Context: an optimization exercise on an open-source flow, tuned for small area. The choices shown serve that exercise and are no tape-out recipe.
Only simulation tests tie the RTL to the original design; equivalence was not proved.
Power and IR drop assume default switching activity.

## flow/design.v

```verilog
`timescale 1ns / 1ps
module ALU(Y,A,B,F);
input logic [3:0] A,B;
input logic [2:0] F;
output logic [3:0] Y;
parameter OP_AND = 3'b000;
parameter OP_OR = 3'b001;
parameter OP_ADD = 3'b010;
parameter OP_ANDI = 3'b011;
parameter OP_MOV = 3'b100;
parameter OP_SUB = 3'b101;
parameter OP_LT = 3'b110;
parameter OP_GT = 3'b111;
always_comb
begin
    case(F)
        OP_AND : Y = A & B;
        OP_OR  : Y = A | B;
        OP_ADD : Y = A + B;
        OP_ANDI: Y = A & ~B;
        OP_MOV : Y = A;
        OP_SUB : Y = A - B;
        OP_LT : begin
            if(A < B)
                Y = A;
            else
                Y = B;
        end
        OP_GT : begin
            if(A >= B)
                Y = A;
            else
                Y = B;
        end
        default: Y = 0;
    endcase
end
endmodule
`timescale 1ns / 1ps
module mux_2_to_1(y,d0,d1,s);
input logic [3:0] d0,d1;
input logic s;
output logic [3:0] y;
assign y = s ? d1 : d0;
endmodule
`timescale 1ns / 1ps
module program_counter(address_out,clk,rst,enable);
input logic clk,rst,enable;
output logic [2:0] address_out;
always_ff@(posedge clk or posedge rst)
begin
    if(rst==1)
    begin
        address_out <= -1;
    end
    else begin
        if(enable==1)
            address_out <= address_out + 1;
    end
end
endmodule
`timescale 1ns / 1ps
module instruction_register(data_out,data_in,clk,rst);
input logic clk,rst;
input logic [11:0] data_in;
output logic [11:0] data_out;
always_ff@(posedge clk or posedge rst)
begin
    if(rst)
        data_out <= 0;
    else
        data_out <= data_in;
end
endmodule
`timescale 1ns / 1ps
module instruction_memory_v2(data_out,clk,rst,address,isexternal,switches,record);
input logic clk,rst,isexternal,record;
input logic [2:0] address;
input logic [11:0] switches;
output logic [11:0] data_out;
logic [11:0] memory [7:0];  
always_ff @(posedge clk or posedge rst)
begin
    if(rst==1) 
    begin  
        memory[0] <= 12'b010_010_000_001;  
        memory[1] <= 12'b011_011_000_001;  
        memory[2] <= 12'b110_000_000_111;  
        memory[3] <= 12'b100_100_000_100;  
        memory[4] <= 12'b110_000_000_111;  
        memory[5] <= 12'b101_100_000_100;  
        memory[6] <= 12'b110_000_000_111;  
        memory[7] <= 12'b111_111_111_111;  
        data_out <= 0;  
    end
    else
    begin
        if(record==0)
        begin
            if(isexternal==1)
                data_out <= switches;
            else
                data_out <= memory[address];
        end
        else
            memory[address] = switches;
    end
end
endmodule
`timescale 1ns / 1ps
module data_memory(M_rd,M_add,M_we,M_re,M_wd,clk,rst);
input logic M_we,M_re,clk,rst;
input logic [3:0] M_add;
input logic [3:0] M_wd;
output logic [3:0] M_rd;
logic [3:0] memory [15:0];
always_ff@(posedge clk or posedge rst)
begin
    if(rst)
    begin  
        memory[0] <= 0;
        memory[1] <= 1;
        memory[2] <= 5;
        memory[3] <= 0;
        memory[4] <= 0;
        memory[5] <= 0;
        memory[6] <= 0;
        memory[7] <= 0;
        memory[8] <= 0;
        memory[9] <= 0;
        memory[10] <= 0;
        memory[11] <= 0;
        memory[12] <= 0;
        memory[13] <= 0;
        memory[14] <= 0;
        memory[15] <= 0;
        M_rd <= 0;
    end
    else 
    begin
        if(M_we && M_re)  
        begin
            memory[M_add] <= M_wd;
            M_rd <= M_wd;
        end
        else if(M_we)
            memory[M_add] <= M_wd;
        else if(M_re)
            M_rd <= memory[M_add];
    end
end
endmodule
`timescale 1ns / 1ps
module register_file_v2(RF_d1,RF_d2,RF_ad1,RF_ad2,RF_wa,RF_we,RF_wd,clk,rst,sw,record);
input logic RF_we,clk,rst,record;
input logic [2:0] RF_ad1,RF_ad2,RF_wa;
input logic [3:0] RF_wd;
input logic [6:0] sw;
output logic [3:0] RF_d1,RF_d2;
logic [3:0] registers [7:0];
always_ff@(posedge clk or posedge rst)
begin
    if(rst==1)
    begin
        registers[0] <= 6;
        registers[1] <= 3;
        registers[2] <= 2;
        registers[3] <= 3;
        registers[4] <= 4;
        registers[5] <= 5;
        registers[6] <= 6;
        registers[7] <= 7;
        RF_d1 <= 0;
        RF_d2 <= 0;
    end
    else begin
        if(record==0)
        begin
            if(RF_we==1)  
            begin
                registers[RF_wa] <= RF_wd;
            end
            else  
            begin
                RF_d1 <= registers[RF_ad1];
                RF_d2 <= registers[RF_ad2];
            end
        end
        else
        begin
            registers[sw[2:0]] = sw[6:3];
        end
    end
end
endmodule
`timescale 1ns / 1ps
module control_block_v2(
btnC,btnU,btnL,btnR,
ALU_A,ALU_B,ALU_Y,
ALU_operation,M_re,
RF_ad1,RF_ad2,RF_wa,RF_we,
M_add,M_we,Mux_select,
PC_enable,IR,isexternal,
IM_record,RF_record,clk,rst,S4,S3,S2,S1);
input logic clk,rst;
input logic [11:0] IR;
input logic btnC,btnU,btnL,btnR;
input logic [3:0] ALU_A,ALU_B,ALU_Y;
output logic PC_enable,RF_we,M_we,M_re,Mux_select,IM_record,RF_record;
output logic [2:0] ALU_operation;
output logic [2:0] RF_ad1,RF_ad2,RF_wa;
output logic [3:0] M_add;
output logic [3:0] S4,S3,S2,S1;
output logic isexternal;
typedef enum {FETCH1,FETCH2,DECODE,
EX_LOAD,EX_STORE,EX_SUB1,EX_SUB2,EX_ADD1,EX_ADD2,
EX_ASC1,EX_ASC2,EX_ASC3,EX_ASC4,
EX_ASC5,EX_ASC6,EX_ASC7,EX_ASC8,EX_ASC9,
EX_DES1,EX_DES2,EX_DES3,EX_DES4,
EX_DES5,EX_DES6,EX_DES7,EX_DES8,EX_DES9,
EX_DISP1,EX_DISP2
} state_type;
state_type state;
localparam LOAD=3'b000;
localparam STORE=3'b001;
localparam SUB=3'b010;
localparam ADD=3'b011;
localparam ASC=3'b100;
localparam DES=3'b101;
localparam DISP=3'b110;
parameter OP_AND = 3'b000;
parameter OP_OR = 3'b001;
parameter OP_ADD = 3'b010;
parameter OP_ANDI = 3'b011;
parameter OP_MOV = 3'b100;
parameter OP_SUB = 3'b101;
parameter OP_LT = 3'b110;
parameter OP_GT = 3'b111;
logic [2:0] source_start_address;
logic [2:0] source_end_address;
logic [2:0] source_current_address;
logic [2:0] target_start_address;
logic [2:0] target_end_address;
logic [2:0] target_current_address;
logic ov;  
logic [2:0] count_limit;
localparam integer timer_limit = 20;  
integer counter;
state_type state_n;
integer counter_n;
logic PC_enable_n,RF_we_n,M_we_n,M_re_n,Mux_select_n,IM_record_n,RF_record_n,isexternal_n;
logic [2:0] ALU_operation_n,RF_ad1_n,RF_ad2_n,RF_wa_n;
logic [3:0] M_add_n,S1_n,S2_n,S3_n,S4_n;
logic [2:0] source_start_address_n,source_end_address_n,source_current_address_n;
logic [2:0] target_start_address_n,target_end_address_n,target_current_address_n,count_limit_n;
always_comb
begin
    ov = 0;
    state_n = state;
    counter_n = counter;
    PC_enable_n = PC_enable;
    RF_we_n = RF_we;
    M_we_n = M_we;
    M_re_n = M_re;
    Mux_select_n = Mux_select;
    ALU_operation_n = ALU_operation;
    RF_ad1_n = RF_ad1;
    RF_ad2_n = RF_ad2;
    RF_wa_n = RF_wa;
    M_add_n = M_add;
    source_start_address_n = source_start_address;
    source_end_address_n = source_end_address;
    source_current_address_n = source_current_address;
    target_start_address_n = target_start_address;
    target_end_address_n = target_end_address;
    target_current_address_n = target_current_address;
    count_limit_n = count_limit;
    isexternal_n = isexternal;
    IM_record_n = IM_record;
    RF_record_n = RF_record;
    S1_n = S1;
    S2_n = S2;
    S3_n = S3;
    S4_n = S4;
    begin
        case(state_n)
            FETCH1: begin  
                counter_n = 0;
                PC_enable_n = 0;
                RF_we_n = 0;
                M_we_n = 0;
                M_re_n = 0;
                Mux_select_n = 0;
                ALU_operation_n = 0;
                RF_ad1_n = 0;
                RF_ad2_n = 0;
                RF_wa_n = 0;
                M_add_n = 0;
                ov = 0;
                RF_record_n = 0;
                IM_record_n = 0;
                isexternal_n = 0;
                if(btnC)  
                    IM_record_n = 1;
                else if(btnU)  
                    RF_record_n = 1;
                else if(btnR)
                begin
                    isexternal_n = 1;
                    state_n = FETCH2;  
                end
                else if(btnL)
                    state_n = FETCH2;  
                else
                    state_n = FETCH1;  
            end
            FETCH2: begin  
                if(counter_n == 0)  
                begin
                    if(isexternal_n) 
                        PC_enable_n = 0; 
                    else
                        PC_enable_n = 1;  
                    counter_n = 1;
                end
                else if (counter_n < 2)
                begin
                    PC_enable_n = 0;
                    counter_n = counter_n + 1;
                end
                else
                begin
                    state_n = DECODE;
                    counter_n = 0;
                end
            end
            DECODE: begin
                case(IR[11:9])
                    LOAD: begin
                        Mux_select_n = 1;
                        M_re_n = 1;
                        M_we_n = 0;
                        M_add_n = IR[3:0];
                        state_n = EX_LOAD;
                    end
                    STORE: begin
                        RF_we_n = 0;
                        RF_ad1_n = IR[6:4];
                        state_n = EX_STORE;                    
                    end
                    SUB: begin
                        RF_we_n = 0;  
                        RF_ad1_n = IR[5:3];
                        RF_ad2_n = IR[2:0];
                        ALU_operation_n = OP_SUB;
                        Mux_select_n = 0;  
                        state_n = EX_SUB1;                    
                    end
                    ADD: begin
                        RF_we_n = 0;
                        RF_ad1_n = IR[5:3];
                        RF_ad2_n = IR[2:0];
                        ALU_operation_n = OP_ADD;
                        Mux_select_n = 0;
                        state_n = EX_ADD1;                    
                    end
                    ASC: begin
                        counter_n = 0;
                        count_limit_n = IR[2:0];
                        source_start_address_n = IR[5:3];
                        {ov,source_end_address_n} = IR[5:3] + IR[2:0] - 1;
                        if(ov == 1)
                            source_end_address_n = 3'b111;
                        source_current_address_n = IR[5:3];
                        target_start_address_n = IR[8:6];
                        target_current_address_n = IR[8:6];
                        {ov,target_end_address_n} = IR[8:6]+ IR[2:0] - 1;
                        if(ov == 1)
                            target_end_address_n = 3'b111;
                        Mux_select_n = 0;
                        state_n = EX_ASC1;
                    end
                    DES: begin
                        counter_n = 0;
                        count_limit_n = IR[2:0];
                        source_start_address_n = IR[5:3];
                        {ov,source_end_address_n} = IR[5:3] + IR[2:0] - 1;
                        if(ov == 1)
                            source_end_address_n = 3'b111;
                        source_current_address_n = IR[5:3];
                        target_start_address_n = IR[8:6];
                        target_current_address_n = IR[8:6];
                        if(ov == 1)
                            target_end_address_n = 3'b111;
                        Mux_select_n = 0;
                        state_n = EX_DES1;
                    end
                    DISP: begin
                        source_start_address_n = IR[5:3];
                        {ov,source_end_address_n} = IR[5:3] + IR[2:0] - 1;
                        if(ov == 1)
                            source_end_address_n = 3'b111;
                        source_current_address_n = IR[5:3];
                        Mux_select_n = 0;
                        RF_we_n = 0;
                        state_n = EX_DISP1;                    
                    end
                    default:  
                        state_n = FETCH1; 
                endcase
            end
            EX_LOAD: begin
                RF_we_n = 1;
                RF_wa_n = IR[6:4];
                state_n = FETCH1;
            end
            EX_STORE: begin
                M_we_n = 1;
                M_re_n = 0;
                M_add_n = IR[3:0];
                state_n = FETCH1;
            end
            EX_SUB1: begin
                state_n = EX_SUB2;
            end
            EX_SUB2: begin
                S4_n = ALU_A;
                S3_n = ALU_B;
                S2_n = 4'b1111;
                S1_n = ALU_Y;
                RF_we_n = 1;
                RF_wa_n = IR[8:6];
                state_n = FETCH1;
            end
            EX_ADD1: begin
                state_n = EX_ADD2;
            end
            EX_ADD2: begin
                S4_n = ALU_A;
                S3_n = ALU_B;
                S2_n = 4'b1111;
                S1_n = ALU_Y;
                RF_we_n = 1;
                RF_wa_n = IR[8:6];
                state_n = FETCH1;
            end
            EX_ASC1: begin
                RF_we_n = 0;
                ALU_operation_n = OP_LT;
                RF_ad1_n = source_current_address_n;
                RF_ad2_n = source_current_address_n+1;
                state_n = EX_ASC2;
            end
            EX_ASC2: begin
                RF_we_n = 1;
                RF_wa_n = target_current_address_n;
                state_n = EX_ASC3;
            end
            EX_ASC3: begin
                RF_we_n = 0;
                ALU_operation_n = OP_GT;
                RF_ad1_n = source_current_address_n;
                RF_ad2_n = source_current_address_n+1;
                state_n = EX_ASC4;
            end
            EX_ASC4: begin
                RF_we_n = 1;
                RF_wa_n = target_current_address_n+1;
                state_n = EX_ASC5;
            end 
            EX_ASC5: begin
                RF_we_n = 0;
                ALU_operation_n = OP_MOV;
                RF_ad1_n = target_current_address_n;
                RF_ad2_n = target_current_address_n+1;
                state_n = EX_ASC6;
            end
            EX_ASC6: begin
                RF_we_n = 1;
                RF_wa_n = source_current_address_n;
                state_n = EX_ASC7;
            end
            EX_ASC7: begin
                RF_we_n = 0;
                ALU_operation_n = OP_MOV;
                RF_ad1_n = target_current_address_n+1;
                RF_ad2_n = target_current_address_n;
                state_n = EX_ASC8;
            end
            EX_ASC8: begin
                RF_we_n = 1;
                RF_wa_n = source_current_address_n+1;
                state_n = EX_ASC9;
            end
            EX_ASC9: begin
                RF_we_n = 0;  
                if(source_current_address_n == source_end_address_n-1)
                begin
                    source_current_address_n = source_start_address_n;
                    target_current_address_n = target_start_address_n;
                    counter_n = counter_n + 1;
                end
                else begin
                    source_current_address_n = source_current_address_n + 1;
                    target_current_address_n = target_current_address_n + 1;   
                end
                if(count_limit_n == 0 || counter_n < count_limit_n-1)  
                    state_n = EX_ASC1;
                else  
                begin
                    source_current_address_n = source_start_address_n;
                    state_n = EX_DISP1;
                end
            end
            EX_DES1: begin
                RF_we_n = 0;
                ALU_operation_n = OP_GT;
                RF_ad1_n = source_current_address_n;
                RF_ad2_n = source_current_address_n+1;
                state_n = EX_DES2;
            end
            EX_DES2: begin
                RF_we_n = 1;
                RF_wa_n = target_current_address_n;
                state_n = EX_DES3;
            end
            EX_DES3: begin
                RF_we_n = 0;
                ALU_operation_n = OP_LT;
                RF_ad1_n = source_current_address_n;
                RF_ad2_n = source_current_address_n+1;
                state_n = EX_DES4;
            end
            EX_DES4: begin
                RF_we_n = 1;
                RF_wa_n = target_current_address_n+1;
                state_n = EX_DES5;
            end 
            EX_DES5: begin
                RF_we_n = 0;
                ALU_operation_n = OP_MOV;
                RF_ad1_n = target_current_address_n;
                RF_ad2_n = target_current_address_n+1;
                state_n = EX_DES6;
            end
            EX_DES6: begin
                RF_we_n = 1;
                RF_wa_n = source_current_address_n;
                state_n = EX_DES7;
            end
            EX_DES7: begin
                RF_we_n = 0;
                ALU_operation_n = OP_MOV;
                RF_ad1_n = target_current_address_n+1;
                RF_ad2_n = target_current_address_n;
                state_n = EX_DES8;
            end
            EX_DES8: begin
                RF_we_n = 1;
                RF_wa_n = source_current_address_n+1;
                state_n = EX_DES9;
            end
            EX_DES9: begin
                RF_we_n = 0;  
                if(source_current_address_n == source_end_address_n-1)
                begin
                    source_current_address_n = source_start_address_n;
                    target_current_address_n = target_start_address_n;
                    counter_n = counter_n + 1;
                end
                else begin
                    source_current_address_n = source_current_address_n + 1;
                    target_current_address_n = target_current_address_n + 1;   
                end
                if(count_limit_n == 0 || counter_n < count_limit_n-1)  
                    state_n = EX_DES1;
                else  
                begin
                    source_current_address_n = source_start_address_n;
                    state_n = EX_DISP1;
                end
            end
            EX_DISP1: begin
                counter_n = 0;
                ALU_operation_n = OP_MOV;
                RF_ad1_n = source_current_address_n;
                S4_n = RF_ad1_n;
                S3_n = 4'b1111;
                S2_n = 4'b1111;
                state_n = EX_DISP2;
            end           
            EX_DISP2: begin  
                S1_n = ALU_Y;
                if(counter_n < timer_limit)  
                begin
                    counter_n = counter_n + 1;
                end
                else 
                begin
                    if(source_current_address_n<source_end_address_n)
                    begin 
                        source_current_address_n = source_current_address_n + 1;
                        state_n = EX_DISP1;
                    end
                    else
                    begin
                        state_n = FETCH1;
                    end
                end
            end            
            default: state_n = FETCH1;
        endcase
    end
end
always_ff@(posedge clk or posedge rst)
begin
    if(rst)
    begin
        state <= FETCH1;
        counter <= 0;
        PC_enable <= 0;
        RF_we <= 0;
        M_we <= 0;
        M_re <= 0;
        Mux_select <= 0;
        ALU_operation <= 0;
        RF_ad1 <= 0;
        RF_ad2 <= 0;
        RF_wa <= 0;
        M_add <= 0;
        source_start_address <= 0;
        source_end_address <= 0;
        source_current_address <= 0;
        target_start_address <= 0;
        target_end_address <= 0;
        target_current_address <= 0;
        count_limit <= 0;
        isexternal <= 0;
        IM_record <= 0;
        RF_record <= 0;
        S1 <= 0;
        S2 <= 0;
        S3 <= 0;
        S4 <= 0;
    end
    else
    begin
        state <= state_n;
        counter <= counter_n;
        PC_enable <= PC_enable_n;
        RF_we <= RF_we_n;
        M_we <= M_we_n;
        M_re <= M_re_n;
        Mux_select <= Mux_select_n;
        ALU_operation <= ALU_operation_n;
        RF_ad1 <= RF_ad1_n;
        RF_ad2 <= RF_ad2_n;
        RF_wa <= RF_wa_n;
        M_add <= M_add_n;
        source_start_address <= source_start_address_n;
        source_end_address <= source_end_address_n;
        source_current_address <= source_current_address_n;
        target_start_address <= target_start_address_n;
        target_end_address <= target_end_address_n;
        target_current_address <= target_current_address_n;
        count_limit <= count_limit_n;
        isexternal <= isexternal_n;
        IM_record <= IM_record_n;
        RF_record <= RF_record_n;
        S1 <= S1_n;
        S2 <= S2_n;
        S3 <= S3_n;
        S4 <= S4_n;
    end
end
endmodule
`timescale 1ns / 1ps
module seven_segment(number,segment_out);
input logic [3:0] number;
output logic [6:0] segment_out;
reg[6:0] LED_out;
always_comb
begin
 case(number)
 4'b0000: segment_out = 7'b1000000;  
 4'b0001: segment_out = 7'b1111001;  
 4'b0010: segment_out = 7'b0100100;  
 4'b0011: segment_out = 7'b0110000;  
 4'b0100: segment_out = 7'b0011001;  
 4'b0101: segment_out = 7'b0010010;  
 4'b0110: segment_out = 7'b0000010;  
 4'b0111: segment_out = 7'b1111000;  
 4'b1000: segment_out = 7'b0000000;  
 4'b1001: segment_out = 7'b0010000;  
 4'b1010: segment_out = 7'b0001000;  
 4'b1011: segment_out = 7'b0000011;  
 4'b1100: segment_out = 7'b1000110;  
 4'b1101: segment_out = 7'b0100001;  
 4'b1110: segment_out = 7'b0000110;  
 4'b1111: segment_out = 7'b1111111;  
 default: segment_out = 7'b1000000;  
 endcase
end
endmodule
`timescale 1ns / 1ps
module seven_segment_four(segment_out,segment_enable,d4,d3,d2,d1,clk,rst);
input logic clk,rst;
input logic [3:0] d4,d3,d2,d1;
output logic [6:0] segment_out;
output logic [3:0] segment_enable;
logic [3:0] segment_number;
integer counter;
localparam counter_limit = 3;  
typedef enum {D1,D2,D3,D4} state_type;
state_type state;
seven_segment seven_segment_inst(segment_number,segment_out);
always_ff@(posedge clk or posedge rst)
begin
    if(rst)
    begin
        counter <= 0;
        state <= D1;
    end
    else begin
        if(counter<counter_limit)
        begin
            counter <= counter + 1;
        end
        else begin  
            counter <= 0;
            case(state)
            D1: begin
                state <= D2;
            end
            D2: begin
                state <= D3;
            end
            D3: begin
                state <= D4;
            end
            D4: begin
                state <= D1;
            end
            default: begin
                state <= D1;
            end                  
            endcase
        end
    end
end
always_comb
begin
    case(state)
        D1: begin
            segment_number = d1;
            segment_enable = 4'b1110;                    
        end
        D2: begin
            segment_number = d2;
            segment_enable = 4'b1101;                    
        end
        D3: begin
            segment_number = d3;
            segment_enable = 4'b1011;                    
        end
        D4: begin
            segment_number = d4;
            segment_enable = 4'b0111;                    
        end
        default: begin
            segment_number = 0;
            segment_enable = 0;         
        end
    endcase
end
endmodule
`timescale 1ns / 1ps
module debouncer(button,button_out,clk,rst);
input logic button,clk,rst;
output logic button_out;
typedef enum {FIRST,SECOND} state_type;
state_type state;
logic ff1_out, ff2_out, xor_out, counter_out,result;
integer counter;
localparam counter_limit = 20;  
assign xor_out = ff1_out^ff2_out;
always_ff@(posedge clk or posedge rst)  
begin
    if(rst)
    begin
        ff1_out <= 0;
        ff2_out <= 0;
        counter <= 0;
        counter_out <= 0;
        result <= 0;
    end
    else begin
        ff1_out <= button;
        ff2_out <= ff1_out;
        if(counter_out == 1)
            result <= ff2_out;
        if(xor_out)  
        begin
            counter <= 0;
            counter_out <= 0;
        end
        else
        begin
            if(counter_out==0)  
                if(counter < counter_limit)
                        counter <= counter + 1;
                else
                        counter_out <= 1;
        end
    end
end
always_ff@(posedge clk or posedge rst)  
begin
    if(rst)
    begin
        state <= FIRST;
        button_out <= 0;
    end
    else
    begin
        case(state)
        FIRST: begin
            if(result==1)
            begin
                state <= SECOND;
                button_out <= 1;
            end
            else
            begin
                state <= FIRST;
                button_out <= 0;
            end
        end
        SECOND: begin
            button_out <= 0;
            if(result==0)
                state <= FIRST;
            else
                state <= SECOND;
            end
        endcase
    end
end
endmodule
`timescale 1ns / 1ps
module simple_microprocessor(btnC,btnU,btnL,btnR,btnD,CLK100MHZ,rst_in,sw,seg,an);
input logic btnC,btnU,btnL,btnR,btnD;
input logic rst_in;  
input logic CLK100MHZ;
input logic [15:0] sw;
output logic [6:0] seg;
output logic [3:0] an;
logic btnC_dbd,btnL_dbd,btnR_dbd,btnU_dbd,btnD_dbd;
debouncer dbd1(btnC,btnC_dbd,CLK100MHZ,rst_in);
debouncer dbd2(btnR,btnR_dbd,CLK100MHZ,rst_in);
debouncer dbd3(btnL,btnL_dbd,CLK100MHZ,rst_in);
debouncer dbd4(btnU,btnU_dbd,CLK100MHZ,rst_in);
debouncer dbd5(btnD,btnD_dbd,CLK100MHZ,rst_in);
logic [2:0] ALU_operation;
logic PC_enable,RF_we,M_we,M_re,Mux_select,IM_record,RF_record;
logic [2:0] RF_ad1,RF_ad2,RF_wa;
logic [3:0] M_add;
logic isexternal;
logic rst;
assign rst = btnD_dbd | rst_in;
logic [3:0] S4,S3,S2,S1;
seven_segment_four seven_segment_four_inst(seg,an,S4,S3,S2,S1,CLK100MHZ,rst);
logic [2:0] PC_address_out;
logic [11:0] IM_data_out;
logic [11:0] IR_data_out;
logic [3:0] M_rd;
logic [3:0] Mux_out;
logic [3:0] ALU_out;
logic [3:0] RF_d1,RF_d2;
control_block_v2 control_block_inst(
.btnC(btnC_dbd),
.btnU(btnU_dbd),
.btnL(btnL_dbd),
.btnR(btnR_dbd),
.ALU_operation(ALU_operation),
.M_re(M_re),
.RF_ad1(RF_ad1),
.RF_ad2(RF_ad2),
.RF_wa(RF_wa),
.RF_we(RF_we),
.M_add(M_add),
.M_we(M_we),
.Mux_select(Mux_select),
.PC_enable(PC_enable),
.IR(IR_data_out),
.isexternal(isexternal),
.IM_record(IM_record),
.RF_record(RF_record),
.clk(CLK100MHZ),
.rst(rst),
.ALU_A(RF_d1),
.ALU_B(RF_d2),
.ALU_Y(ALU_out),
.S4(S4),
.S3(S3),
.S2(S2),
.S1(S1)
);
program_counter program_counter_inst(
.address_out(PC_address_out),
.clk(CLK100MHZ),
.rst(rst),
.enable(PC_enable));
instruction_memory_v2 instruction_memory_inst(
.data_out(IM_data_out),
.clk(CLK100MHZ),
.rst(rst),
.address(PC_address_out),
.isexternal(isexternal),
.switches(sw[11:0]),
.record(IM_record));
instruction_register instruction_register_inst(
.data_out(IR_data_out),
.data_in(IM_data_out),
.clk(CLK100MHZ),
.rst(rst));
data_memory data_memory_inst(
.M_rd(M_rd),
.M_add(M_add),
.M_we(M_we),
.M_re(M_re),
.M_wd(RF_d1),
.clk(CLK100MHZ),
.rst(rst));
mux_2_to_1 mux_2_to_1(
.y(Mux_out),
.d0(ALU_out),
.d1(M_rd),
.s(Mux_select));
ALU ALU_inst(
.Y(ALU_out),
.A(RF_d1),
.B(RF_d2),
.F(ALU_operation));
register_file_v2 register_file_inst(
.RF_d1(RF_d1),
.RF_d2(RF_d2),
.RF_ad1(RF_ad1),
.RF_ad2(RF_ad2),
.RF_wa(RF_wa),
.RF_we(RF_we),
.RF_wd(Mux_out),
.clk(CLK100MHZ),
.rst(rst),
.sw(sw[15:9]),
.record(RF_record));
endmodule
```

## flow/run.sh

```bash
#!/bin/bash
# synth_recipe.tcl (not shown) runs the flow's synth.tcl, then flattens the netlist and writes it again
# the make line also repeats each setting of config.mk as NAME=value (left out here)
make -C /OpenROAD-flow-scripts/flow DESIGN_CONFIG=/design/flow/config.mk WORK_HOME=/design/flow/orfs CLKGATE_MAP_FILE= SYNTH_SCRIPT=/design/flow/synth_recipe.tcl finish
```

## flow/config.mk

```make
export PLATFORM = sky130hd
export DESIGN_NAME = simple_microprocessor
export DESIGN_NICKNAME = simple_microprocessor
export VERILOG_FILES = /design/flow/design.v
export SDC_FILE = /design/flow/constraint.sdc
export NUM_CORES = 4
export LEC_CHECK = 0
export CAP_MARGIN = 20
export CORE_MARGIN = 2
export CORE_UTILIZATION = 40
export SLEW_MARGIN = 20
```

## flow/constraint.sdc

```tcl
create_clock -name core_clock -period 10.0 [get_ports {CLK100MHZ}]
set_input_delay 2.0000 -clock core_clock [delete_from_list [all_inputs] [get_ports {CLK100MHZ}]]
set_output_delay 2.0000 -clock core_clock [all_outputs]
set_load 0.01 [all_outputs]
```

==> impl_metrics.ini <==
[drt]
dr.pass1.iters = 5
viasPerCell = 5.61
drt-total-wl_mm = 72.2
route.detailed.drc = 0
ant_nets = 0
vias = 22900
drt_iter0_drc = 1862
wl_per_cell_um = 17.7

[logic_synthesis]
syn-num-nets = 3193
synth-edff-count = 0
synthArstFlopShare = 1.00
synth-seq-area-share = 0.464
syn_area_um2 = 29700
syn_area_per_cell_um2 = 9.61
ys_ff_latch = 547
synthesis.instances = 3085
synth_ff_type = dfrtp_1
ys_warn_count = 13
yosys.cell_types.count = 80

[clock_tree]
cts_resized = 0
clk_pin_slew_ps = 60
ctsHoldBuffers = 0
htreeDepth = 3
ctsRootBufferMaster = clkbuf_16
cts.sinks = 547
cts_buffer_depth = 3
postCtsSetupRepairBufs = 0
cts_tree = built
insertion_delay_ps = 620
cts_buffers = 66

[sta]
setup_viol = 0
setup_ws_ps = 4690
fin_crit_ps = 5310
worst-slew-pin-transition_ps = 1040
rsz0062_at_grt = false
setup_tns_ps = 0
slew_headroom = 0.305
clock_skew_ps = 31.7
period_share = 0.531
hold_viol = 0
fmax_mhz = 188
slew_viol_final = 0

[critical_path]
critical_path.max_stage_delay_ps = 470
critPathArrivalTime_ps = 3310
crit_fanout = 7
rr_worst_depth = 16
cp.required_ps = 8000
crit_path_end_kind = output pin
cp_top_family = buffers and inverters
worstSetupStartpoint = seven_segment_four_inst.state[0]
critical_path_class = reg -> out
crit_path_start_kind = flop
path_buf_inv = 3
cpMaxStageDelayCell = clkdlybuf4s50_1
path_cells = inv_1, ha_1, a22oi_1, and3_1, inv_1, ha_1, or2_2, a31o_2, clkdlybuf4s50_1
cp.depth = 9
timing.rr.start = control_block_inst.counter[0]

[job]
drv_cap = 0

[floorplanning]
ioPinCount = 34
start_util = 0.405
die_x_um = 276
die_area_um2 = 76300
core_um2 = 73200
rows = 99
die_h_um = 276

[cells_and_area]
stdcell_count = 4076
final_cell_mix = 484 x dfrtp_1, 324 x nor2_1, 286 x nand2_1
nets = 3175
drive_above_1_share = 0.135
final_common_cell = dfrtp_1
antenna_cells = 0
area.growth.synth_to_final_pct = 11.8
finalCoreUtilization = 0.453

[run_status]
status = complete, no violations

[power_and_ir_drop]
p_total_mw = 7.60
p_leak_nw = 13.8
peakVddDrop_uv = 132
power_density_nw_per_um2 = 229

[min_path]
hold_path.class = reg -> reg
min_from = instruction_memory_inst.data_out[4]
whs_path_depth = 0

[grt]
grt_use_total = 0.189
overflow = 0
grt_pass1_wl_mm = 120
grt_max_degree = 164
antenna_found_initial = 0
first_global_vias = 22500

[place]
dpl.hpwl_mm = 48.0
io_buffers = 33
dp_slack_ps = 5270
gp_congestion = 0.921
place_inst = 3958
==> power by group <==
part	total (mW)	switching, mW	internal, mW
registers	2.86	0.362	2.50
logic	2.34	1.45	0.886
clock network	2.40	0.962	1.43
==> worst paths after layout <==
path | endpoint | slack [ps]
max | seg[4] | 4690
min reg2reg | instruction_register_inst.data_out[4] | 370
min in group asynchronous | control_block_inst.counter[9] | 570
max reg2reg | control_block_inst.source_current_address[0] | 5180
min | instruction_register_inst.data_out[4] | 370
max in group asynchronous | data_memory_inst.memory[10][3] | 6310
==> metal layers <==
layer	up-vias	share of wire	track usage
met5	-	0	0
met4	0	0.029	0.0664
met3	132	0.038	0.0241
met2	460	0.47	0.307
met1	11200	0.47	0.261
li1	11000	-	-
==> through the flow <==
stage,instance area [um^2],hold WS (ps)
after floorplan,29700,354
after global placement,31000,358
after detailed placement,31000,363
after CTS,33100,370
after global routing,33200,380
final,33200,367
==> cell type report <==
class / instances / area, um^2
fillers: 6969 / 40000
multi-input cells: 2282 / 15000
flip-flops and latches: 547 / 13800
clock buffers: 104 / 2010
well taps: 959 / 1200
repair buffers: 66 / 591
inverters: 104 / 398
clock inverters: 14 / 165
==> cells in the mapped netlist, drive strengths merged (11+ instances only) <==
master	count	share of area
a221oi	17	0.0050
xnor2	111	0.033
nand3	93	0.016
a221o	21	0.0071
o22ai	22	0.0046
nor4	72	0.016
or3	54	0.012
nor3	73	0.012
a21oi	175	0.030
nand2b	20	0.0042
nor2	326	0.041
a22oi	23	0.0058
inv	98	0.012
mux2	179	0.068
mux2i	37	0.012
nand2	286	0.036
nand4	70	0.015
o21a	15	0.0038
dfstp	63	0.056
a211oi	21	0.0053
clkbuf	135	0.017
and2	15	0.0032
buf	17	0.0024
and3	46	0.0097
dfrtp	484	0.41
and4	19	0.0057
a21o	12	0.0030
xor2	87	0.026
nor3b	11	0.0028
nor2b	29	0.0061
a31oi	21	0.0044
o21ai	194	0.033
ha	82	0.035
==> cell families after synthesis <==
family / after synthesis / share of synthesized area
AO/OA/AOI/OAI: 628 / 0.133
XOR/XNOR: 199 / 0.0593
adder cells (fa/ha/maj): 85 / 0.0366
buffers and inverters: 256 / 0.0326
flip-flops: 547 / 0.464
multiplexers: 223 / 0.0858
AND/OR/NAND/NOR: 1147 / 0.188
==> sequential cells by signal (all words and copies together) (netlist names), 4 cells and up <==
register	flops
instruction_memory_inst.memory	96
data_memory_inst.memory	64
control_block_inst.counter	32
dbd1.counter	32
dbd2.counter	32
dbd3.counter	32
dbd4.counter	32
dbd5.counter	32
register_file_inst.registers	32
seven_segment_four_inst.counter	32
instruction_memory_inst.data_out	12
instruction_register_inst.data_out	12
control_block_inst.state	5
control_block_inst.M_add	4
control_block_inst.S1	4
control_block_inst.S3	4
control_block_inst.S4	4
data_memory_inst.M_rd	4
register_file_inst.RF_d1	4
register_file_inst.RF_d2	4

-- static timing again, ports no longer ideal --
In the flow no input, the clock included, has a driving cell. The finished layout below was timed again as built, in two steps. Step 1 assumes that a clkbuf_16 drives the clock port and a buf_2 every other input. Step 2 moves the port delays by t, midway between the first and last clock arrival at a register: inputs arrive t later, outputs are due t later. That takes back most of the time a late clock gives input paths. Three values: ideal, step 1, step 2; two values: the first two.
t, ns: 0.665
setup WS [ns]: 4.687 / 4.622 / 5.180
hold slack, ns: 0.367 / 0.367 / 0.367
clock arrival spread, ns: 0.034 / 0.034
After both steps setup and hold are still met in this run. For this run, drivers alone change the setup slack by -0.065 ns; drivers and shift together by +0.493 ns.
